Source: an optimization exercise on an open RTL-to-GDS flow (aim: small area). Production flows keep margins and buffers that such runs may drop. At most, simulation tests tie the RTL to the original design; equivalence was not proved. Power and IR drop assume default switching activity.

==> run K: inputs <==
Design axis_rotate, start of the top module:
module axis_rotate
#(
    parameter   DATA_WIDTH          = 128,
    parameter   USER_WIDTH          = 64
)
(
    input   logic                       aclk,
    input   logic                       aresetn,
    input   logic   [DATA_WIDTH-1:0]    s_axis_tdata,
    input   logic   [USER_WIDTH-1:0]    s_axis_tuser,
    input   logic                       s_axis_tvalid,
    output  logic                       s_axis_tready,
    input   logic                       s_axis_tlast,
    input   logic   [DATA_WIDTH/8-1:0]  s_axis_tkeep,
    output   logic  [DATA_WIDTH-1:0]    m_axis_tdata,
    output   logic  [USER_WIDTH-1:0]    m_axis_tuser,
    output   logic                      m_axis_tvalid,
    input    logic                      m_axis_tready,
    output   logic                      m_axis_tlast,
    output   logic  [DATA_WIDTH/8-1:0]  m_axis_tkeep
);
==> module axr_and2, before the edit <==
module axr_and2 (input logic a, b, output logic y);
    assign y = a & b;
endmodule
==> module axr_nand2, before the edit <==
module axr_nand2 (input logic a, b, output logic y);
    assign y = ~(a & b);
endmodule
==> module axr_andn, before the edit <==
module axr_andn (input logic a, b, output logic y);    
    assign y = a & ~b;
endmodule
==> module axr_nor2, before the edit <==
module axr_nor2 (input logic a, b, output logic y);
    assign y = ~(a | b);
endmodule
==> module axr_ornot, before the edit <==
module axr_ornot (input logic a, b, output logic y);   
    assign y = a | ~b;
endmodule
==> module axis_rotate, before the edit <==
module axis_rotate
#(
    parameter   DATA_WIDTH          = 128,
    parameter   USER_WIDTH          = 64
)
(
    input   logic                       aclk,
    input   logic                       aresetn,
    input   logic   [DATA_WIDTH-1:0]    s_axis_tdata,
    input   logic   [USER_WIDTH-1:0]    s_axis_tuser,
    input   logic                       s_axis_tvalid,
    output  logic                       s_axis_tready,
    input   logic                       s_axis_tlast,
    input   logic   [DATA_WIDTH/8-1:0]  s_axis_tkeep,
    output   logic  [DATA_WIDTH-1:0]    m_axis_tdata,
    output   logic  [USER_WIDTH-1:0]    m_axis_tuser,
    output   logic                      m_axis_tvalid,
    input    logic                      m_axis_tready,
    output   logic                      m_axis_tlast,
    output   logic  [DATA_WIDTH/8-1:0]  m_axis_tkeep
);
localparam NB = DATA_WIDTH/8;        
localparam SW = $clog2(NB);          
localparam LW = 9*NB;                
logic m_valid;
wire  load = m_axis_tready | ~m_valid;
assign s_axis_tready = load;
assign m_axis_tvalid = m_valid;
always_ff @(posedge aclk or negedge aresetn) begin
    if (!aresetn)
        m_valid <= 1'b0;
    else if (load)
        m_valid <= s_axis_tvalid;
end
wire [SW-1:0] n   = s_axis_tuser[SW-1:0];
wire [SW-1:0] rot = s_axis_tuser[SW] ? (~n + 1'b1) : n;
localparam NC = 2;
wire [NC-1:0] sel_str, sel_rot, sel_hold, sel_load;
wire [NC-1:0] amt   [1:SW-1];
wire [NC-1:0] amt_n [1:SW-1];
genvar c, s, i;
generate
    for (c = 0; c < NC; c = c + 1) begin : g_sel
        axr_andn  u_str  (.a(load), .b(rot[0]), .y(sel_str[c]));
        axr_and2  u_rot  (.a(load), .b(rot[0]), .y(sel_rot[c]));
        axr_nor2  u_hold (.a(m_axis_tready), .b(~m_valid), .y(sel_hold[c]));
        axr_ornot u_load (.a(m_axis_tready), .b(m_valid), .y(sel_load[c]));
        for (s = 1; s < SW; s = s + 1) begin : g_amt
            axr_and2  u_a  (.a(load), .b(rot[s]), .y(amt[s][c]));
            axr_nand2 u_an (.a(load), .b(rot[s]), .y(amt_n[s][c]));
        end
    end
endgenerate
logic [LW-1:0] lanes;
always_comb begin
    for (int k = 0; k < NB; k++)
        lanes[9*k +: 9] = {s_axis_tkeep[k], s_axis_tdata[8*k +: 8]};
end
logic [LW-1:0] r;                    
wire  [LW-1:0] st [0:SW];            
generate
    for (i = 0; i < LW; i = i + 1) begin : g_first
        axr_aoi222 u_mux (
            .a1(sel_str[i*NC/LW]),  .a2(lanes[i]),
            .b1(sel_rot[i*NC/LW]),  .b2(lanes[(i + LW - 9) % LW]),
            .c1(sel_hold[i*NC/LW]), .c2(r[i]),
            .y (st[1][i]));
    end
    for (s = 1; s < SW; s = s + 1) begin : g_stage
        for (i = 0; i < LW; i = i + 1) begin : g_bit
            axr_oai22 u_mux (
                .a1(amt[s][i*NC/LW]),   .a2(st[s][i]),
                .b1(amt_n[s][i*NC/LW]), .b2(st[s][(i + LW - 9*(1<<s)) % LW]),
                .y (st[s+1][i]));
        end
    end
endgenerate
always_ff @(posedge aclk)
    r <= st[SW];
always_comb begin
    for (int k = 0; k < NB; k++) begin
        m_axis_tdata[8*k +: 8] = r[9*k +: 8];
        m_axis_tkeep[k]        = r[9*k + 8];
    end
end
logic [USER_WIDTH:0] u_q, u_d;
generate
    for (i = 0; i <= USER_WIDTH; i = i + 1) begin : g_user
        axr_ao22 u_hold (
            .a1(sel_load[i*NC/(USER_WIDTH+1)]), .a2(i < USER_WIDTH ? s_axis_tuser[i] : s_axis_tlast),
            .b1(sel_hold[i*NC/(USER_WIDTH+1)]), .b2(u_q[i]),
            .y (u_d[i]));
    end
endgenerate
always_ff @(posedge aclk)
    u_q <= u_d;
assign m_axis_tuser = u_q[USER_WIDTH-1:0];
assign m_axis_tlast = u_q[USER_WIDTH];
endmodule
==> module axr_ao22, before the edit <==
module axr_ao22 (input logic a1, a2, b1, b2, output logic y);
    assign y = (a1 & a2) | (b1 & b2);
endmodule
==> flow/config.mk <==
export PLATFORM = sky130hd
export DESIGN_NAME = axis_rotate
export DESIGN_NICKNAME = axis_rotate
export VERILOG_FILES = /design/flow/design.v
export SDC_FILE = /design/flow/constraint.sdc
export NUM_CORES = 4
export LEC_CHECK = 0
export CAP_MARGIN = 0
export CORE_MARGIN = 2
export CORE_UTILIZATION = 45
export SLEW_MARGIN = 0
export SYNTH_HIERARCHICAL = 1
export SYNTH_MINIMUM_KEEP_SIZE = 0
==> flow/constraint.sdc <==
create_clock -name core_clock -period 5.0 [get_ports {aclk}]
set_input_delay 1.0000 -clock core_clock [delete_from_list [all_inputs] [get_ports {aclk}]]
set_output_delay 1.0000 -clock core_clock [all_outputs]
set_load 0.01 [all_outputs]
standard.sh (not shown) runs the stock make flow with config.mk's settings and CLKGATE_MAP_FILE= SYNTH_SCRIPT=/design/flow/synth_recipe.tcl, a recipe that flattens the netlist after the stock synthesis.
==> flow/flow/run.sh <==
#!/bin/bash
# Standard layout, with the smallest buffer on the ports and a leaner clock tree
# (larger sink clusters, no dummy loads).
set -euo pipefail
export BUFFER_PORTS_ARGS="-buffer_cell sky130_fd_sc_hd__buf_1"
export CTS_ARGS="-sink_clustering_enable -repair_clock_nets -sink_clustering_size 17 -sink_clustering_max_diameter 80 -buf_list {sky130_fd_sc_hd__clkbuf_8} -dont_use_dummy_load"
bash standard.sh finish > flow_make.log 2>&1
==> run M: changes against run K <==
--- a/flow/design.v
+++ b/flow/design.v
@@ -8,17 +8,2 @@
     assign y = (a1 & a2) | (b1 & b2);
-endmodule
-module axr_and2 (input logic a, b, output logic y);
-    assign y = a & b;
-endmodule
-module axr_nand2 (input logic a, b, output logic y);
-    assign y = ~(a & b);
-endmodule
-module axr_andn (input logic a, b, output logic y);    
-    assign y = a & ~b;
-endmodule
-module axr_nor2 (input logic a, b, output logic y);
-    assign y = ~(a | b);
-endmodule
-module axr_ornot (input logic a, b, output logic y);   
-    assign y = a | ~b;
 endmodule
@@ -50,2 +35,3 @@
 wire  load = m_axis_tready | ~m_valid;
+wire  hold = ~load;
 assign s_axis_tready = load;
@@ -58,21 +44,7 @@
 end
-wire [SW-1:0] n   = s_axis_tuser[SW-1:0];
-wire [SW-1:0] rot = s_axis_tuser[SW] ? (~n + 1'b1) : n;
-localparam NC = 2;
-wire [NC-1:0] sel_str, sel_rot, sel_hold, sel_load;
-wire [NC-1:0] amt   [1:SW-1];
-wire [NC-1:0] amt_n [1:SW-1];
-genvar c, s, i;
-generate
-    for (c = 0; c < NC; c = c + 1) begin : g_sel
-        axr_andn  u_str  (.a(load), .b(rot[0]), .y(sel_str[c]));
-        axr_and2  u_rot  (.a(load), .b(rot[0]), .y(sel_rot[c]));
-        axr_nor2  u_hold (.a(m_axis_tready), .b(~m_valid), .y(sel_hold[c]));
-        axr_ornot u_load (.a(m_axis_tready), .b(m_valid), .y(sel_load[c]));
-        for (s = 1; s < SW; s = s + 1) begin : g_amt
-            axr_and2  u_a  (.a(load), .b(rot[s]), .y(amt[s][c]));
-            axr_nand2 u_an (.a(load), .b(rot[s]), .y(amt_n[s][c]));
-        end
-    end
-endgenerate
+wire [SW-1:0] n     = s_axis_tuser[SW-1:0];
+wire [SW-1:0] amt   = {SW{load}} & (s_axis_tuser[SW] ? (~n + 1'b1) : n);
+wire [SW-1:0] amt_n = ~amt;
+wire sel_str = load & ~amt[0];
+wire sel_rot = load &  amt[0];
 logic [LW-1:0] lanes;
@@ -84,2 +56,3 @@
 wire  [LW-1:0] st [0:SW];            
+genvar s, i;
 generate
@@ -87,5 +60,5 @@
         axr_aoi222 u_mux (
-            .a1(sel_str[i*NC/LW]),  .a2(lanes[i]),
-            .b1(sel_rot[i*NC/LW]),  .b2(lanes[(i + LW - 9) % LW]),
-            .c1(sel_hold[i*NC/LW]), .c2(r[i]),
+            .a1(sel_str), .a2(lanes[i]),
+            .b1(sel_rot), .b2(lanes[(i + LW - 9) % LW]),
+            .c1(hold),    .c2(r[i]),
             .y (st[1][i]));
@@ -95,4 +68,4 @@
             axr_oai22 u_mux (
-                .a1(amt[s][i*NC/LW]),   .a2(st[s][i]),
-                .b1(amt_n[s][i*NC/LW]), .b2(st[s][(i + LW - 9*(1<<s)) % LW]),
+                .a1(amt[s]),   .a2(st[s][i]),
+                .b1(amt_n[s]), .b2(st[s][(i + LW - 9*(1<<s)) % LW]),
                 .y (st[s+1][i]));
@@ -113,4 +86,4 @@
         axr_ao22 u_hold (
-            .a1(sel_load[i*NC/(USER_WIDTH+1)]), .a2(i < USER_WIDTH ? s_axis_tuser[i] : s_axis_tlast),
-            .b1(sel_hold[i*NC/(USER_WIDTH+1)]), .b2(u_q[i]),
+            .a1(load), .a2(i < USER_WIDTH ? s_axis_tuser[i] : s_axis_tlast),
+            .b1(hold), .b2(u_q[i]),
             .y (u_d[i]));
==> flow/flow/run.sh (replaced) <==
#!/bin/bash
# Standard layout, with the smallest buffer on the ports and a leaner clock tree
# (larger sink clusters, no dummy loads).
set -euo pipefail
export BUFFER_PORTS_ARGS="-buffer_cell sky130_fd_sc_hd__buf_1"
export CTS_ARGS="-sink_clustering_enable -repair_clock_nets -sink_clustering_size 24 -sink_clustering_max_diameter 60 -buf_list {sky130_fd_sc_hd__clkbuf_8} -dont_use_dummy_load"
bash standard.sh finish > flow_make.log 2>&1
Settings changed: CAP_MARGIN 0 to 20, CORE_UTILIZATION 45 to 70, SLEW_MARGIN 0 to 20.
==> run E: changes against run K <==
==> flow/design.v (replaced) <==
module axr_oai22 (input logic a1, a2, b1, b2, output logic y);
    assign y = ~((a1 | a2) & (b1 | b2));
endmodule
module axr_aoi222 (input logic a1, a2, b1, b2, c1, c2, output logic y);
    assign y = ~((a1 & a2) | (b1 & b2) | (c1 & c2));
endmodule
module axr_inv (input logic a, output logic y);
    assign y = ~a;
endmodule
module axis_rotate
#(
    parameter   DATA_WIDTH          = 128,
    parameter   USER_WIDTH          = 64
)
(
    input   logic                       aclk,
    input   logic                       aresetn,
    input   logic   [DATA_WIDTH-1:0]    s_axis_tdata,
    input   logic   [USER_WIDTH-1:0]    s_axis_tuser,
    input   logic                       s_axis_tvalid,
    output  logic                       s_axis_tready,
    input   logic                       s_axis_tlast,
    input   logic   [DATA_WIDTH/8-1:0]  s_axis_tkeep,
    output   logic  [DATA_WIDTH-1:0]    m_axis_tdata,
    output   logic  [USER_WIDTH-1:0]    m_axis_tuser,
    output   logic                      m_axis_tvalid,
    input    logic                      m_axis_tready,
    output   logic                      m_axis_tlast,
    output   logic  [DATA_WIDTH/8-1:0]  m_axis_tkeep
);
localparam NB = DATA_WIDTH/8;        
localparam SW = $clog2(NB);          
localparam LW = 9*NB;                
logic m_valid;
wire  load = m_axis_tready | ~m_valid;
assign s_axis_tready = load;
assign m_axis_tvalid = m_valid;
always_ff @(posedge aclk or negedge aresetn) begin
    if (!aresetn)
        m_valid <= 1'b0;
    else if (load)
        m_valid <= s_axis_tvalid;
end
wire [SW-1:0] n   = s_axis_tuser[SW-1:0];
wire [SW-1:0] amt = s_axis_tuser[SW] ? (~n + 1'b1) : n;
wire [SW-1:0] amt_n = ~amt;
wire sel_keep = load & ~amt[SW-1];
wire sel_rot  = load &  amt[SW-1];
wire sel_hold = ~load;
logic [LW-1:0] lanes;
always_comb begin
    for (int k = 0; k < NB; k++)
        lanes[9*k +: 9] = {s_axis_tkeep[k], s_axis_tdata[8*k +: 8]};
end
wire [LW-1:0] st [0:SW-1];
assign st[0] = lanes;
genvar s, i;
generate
    for (s = 0; s < SW-1; s = s + 1) begin : g_stage
        for (i = 0; i < LW; i = i + 1) begin : g_bit
            axr_oai22 u_mux (
                .a1(amt[s]),   .a2(st[s][i]),
                .b1(amt_n[s]), .b2(st[s][(i + LW - 9*(1<<s)) % LW]),
                .y (st[s+1][i]));
        end
    end
endgenerate
logic [LW-1:0] r;         
wire  [LW-1:0] r_n;       
wire  [LW-1:0] r_d;
generate
    for (i = 0; i < LW; i = i + 1) begin : g_out
        axr_inv u_inv (.a(r[i]), .y(r_n[i]));
        axr_aoi222 u_last (
            .a1(sel_keep), .a2(st[SW-1][i]),
            .b1(sel_rot),  .b2(st[SW-1][(i + LW - 9*(NB/2)) % LW]),
            .c1(sel_hold), .c2(r_n[i]),
            .y (r_d[i]));
    end
endgenerate
always_ff @(posedge aclk)
    r <= r_d;
always_ff @(posedge aclk) begin
    if (load) begin
        m_axis_tuser <= s_axis_tuser;
        m_axis_tlast <= s_axis_tlast;
    end
end
always_comb begin
    for (int k = 0; k < NB; k++) begin
        m_axis_tdata[8*k +: 8] = r[9*k +: 8];
        m_axis_tkeep[k]        = r[9*k + 8];
    end
end
endmodule
==> flow/run.sh (new file) <==
#!/bin/bash
# synth_recipe.tcl (not shown) runs the flow's synth.tcl, then flattens the netlist and writes it again
# the make line also repeats each setting of config.mk as NAME=value (left out here)
make -C /OpenROAD-flow-scripts/flow DESIGN_CONFIG=/design/flow/config.mk WORK_HOME=/design/flow/orfs CLKGATE_MAP_FILE= SYNTH_SCRIPT=/design/flow/synth_recipe.tcl finish
Settings changed: CAP_MARGIN 0 to 20, CORE_UTILIZATION 45 to 40, SLEW_MARGIN 0 to 20.
removed: flow/flow/run.sh
removed: flow/standard.sh
==> qor summary <==
metric                                                                             run E           run M                                        run K
Final setup vio count                                                                  0               -                                            0
Mean post-synth cell area                                                     10.2 sq um      10.4 sq um                                   10.3 sq um
Power of the combinational group                                               0.00224 W               -                                    0.00202 W
Status                                                                    finished clean  did not finish                               finished clean
Last stage reached                                                                     -   3_2_place_iop                                            -
Non-filler cells in the finished layout                                             1750               -                                         1618
Max Cap Violations                                                                     0               -                                            0
Post-Synth Simple-Gate Area                                                       0.337%          0.595%                                        1.56%
Clock tree sinks                                                                     210               -                                          210
Mux contribution to synthesized area                                                  0%          0.111%                                           0%
Maximum frequency from static timing analysis                                    292 MHz               -                                      297 MHz
Number of iterations in the first detailed-routing pass                               13               -                                           12
Number of global-route vias before repair                                          10100               -                                        10500
Post-synthesis cell type count                                                        16              17                                           15
Worst-case hold slack                                                             469 ps               -                                       200 ps
Startpoint Class                                                           primary input               -                                primary input
Fin crit share                                                                     68.5%               -                                        67.4%
Wire length of the first global-routing pass                                    57900 um               -                                     61300 um
Cells after DPL                                                                     1706               -                                         1600
Number of endpoints with negative hold slack in the final report                       0               -                                            0
Vias/cell                                                                           6.34               -                                         7.39
Min-delay worst type                                              flip-flop to flip-flop               -  primary input to asynchronous set/reset pin
Relative contribution of sequential cells to total power                           37.3%               -                                        44.8%
Number of buffers added for setup after CTS                                            0               -                                            0
Only the layout flow was run in run K; the RTL was not checked for function there.

[what the ideal ports hide]
In the flow no input, the clock included, has a driving cell. The finished layouts below were timed again as built, in two steps.
Step 1 assumes that a clkbuf_16 drives the clock port and a buf_2 every other input.
Step 2 moves the port delays by t, midway between the first and last clock arrival at a register: inputs arrive t later, outputs are due t later. That takes back most of the time a late clock gives input paths.
Three values: no drivers, after step 1, after step 2; two values: the first two.
run	shift t [ns]	setup WS [ns]	hold WS [ns]	worst setup path at the end
run K	0.550	1.630 / 1.638 / 1.087	0.200 / 0.193 / 0.479	input to register
run E	0.557	1.576 / 1.593 / 1.036	0.469 / 0.469 / 0.469	input to register
After both steps every run listed still meets setup and hold. For run K, which loses most, drivers alone change the setup slack by +0.008 ns; drivers and shift together by -0.543 ns.
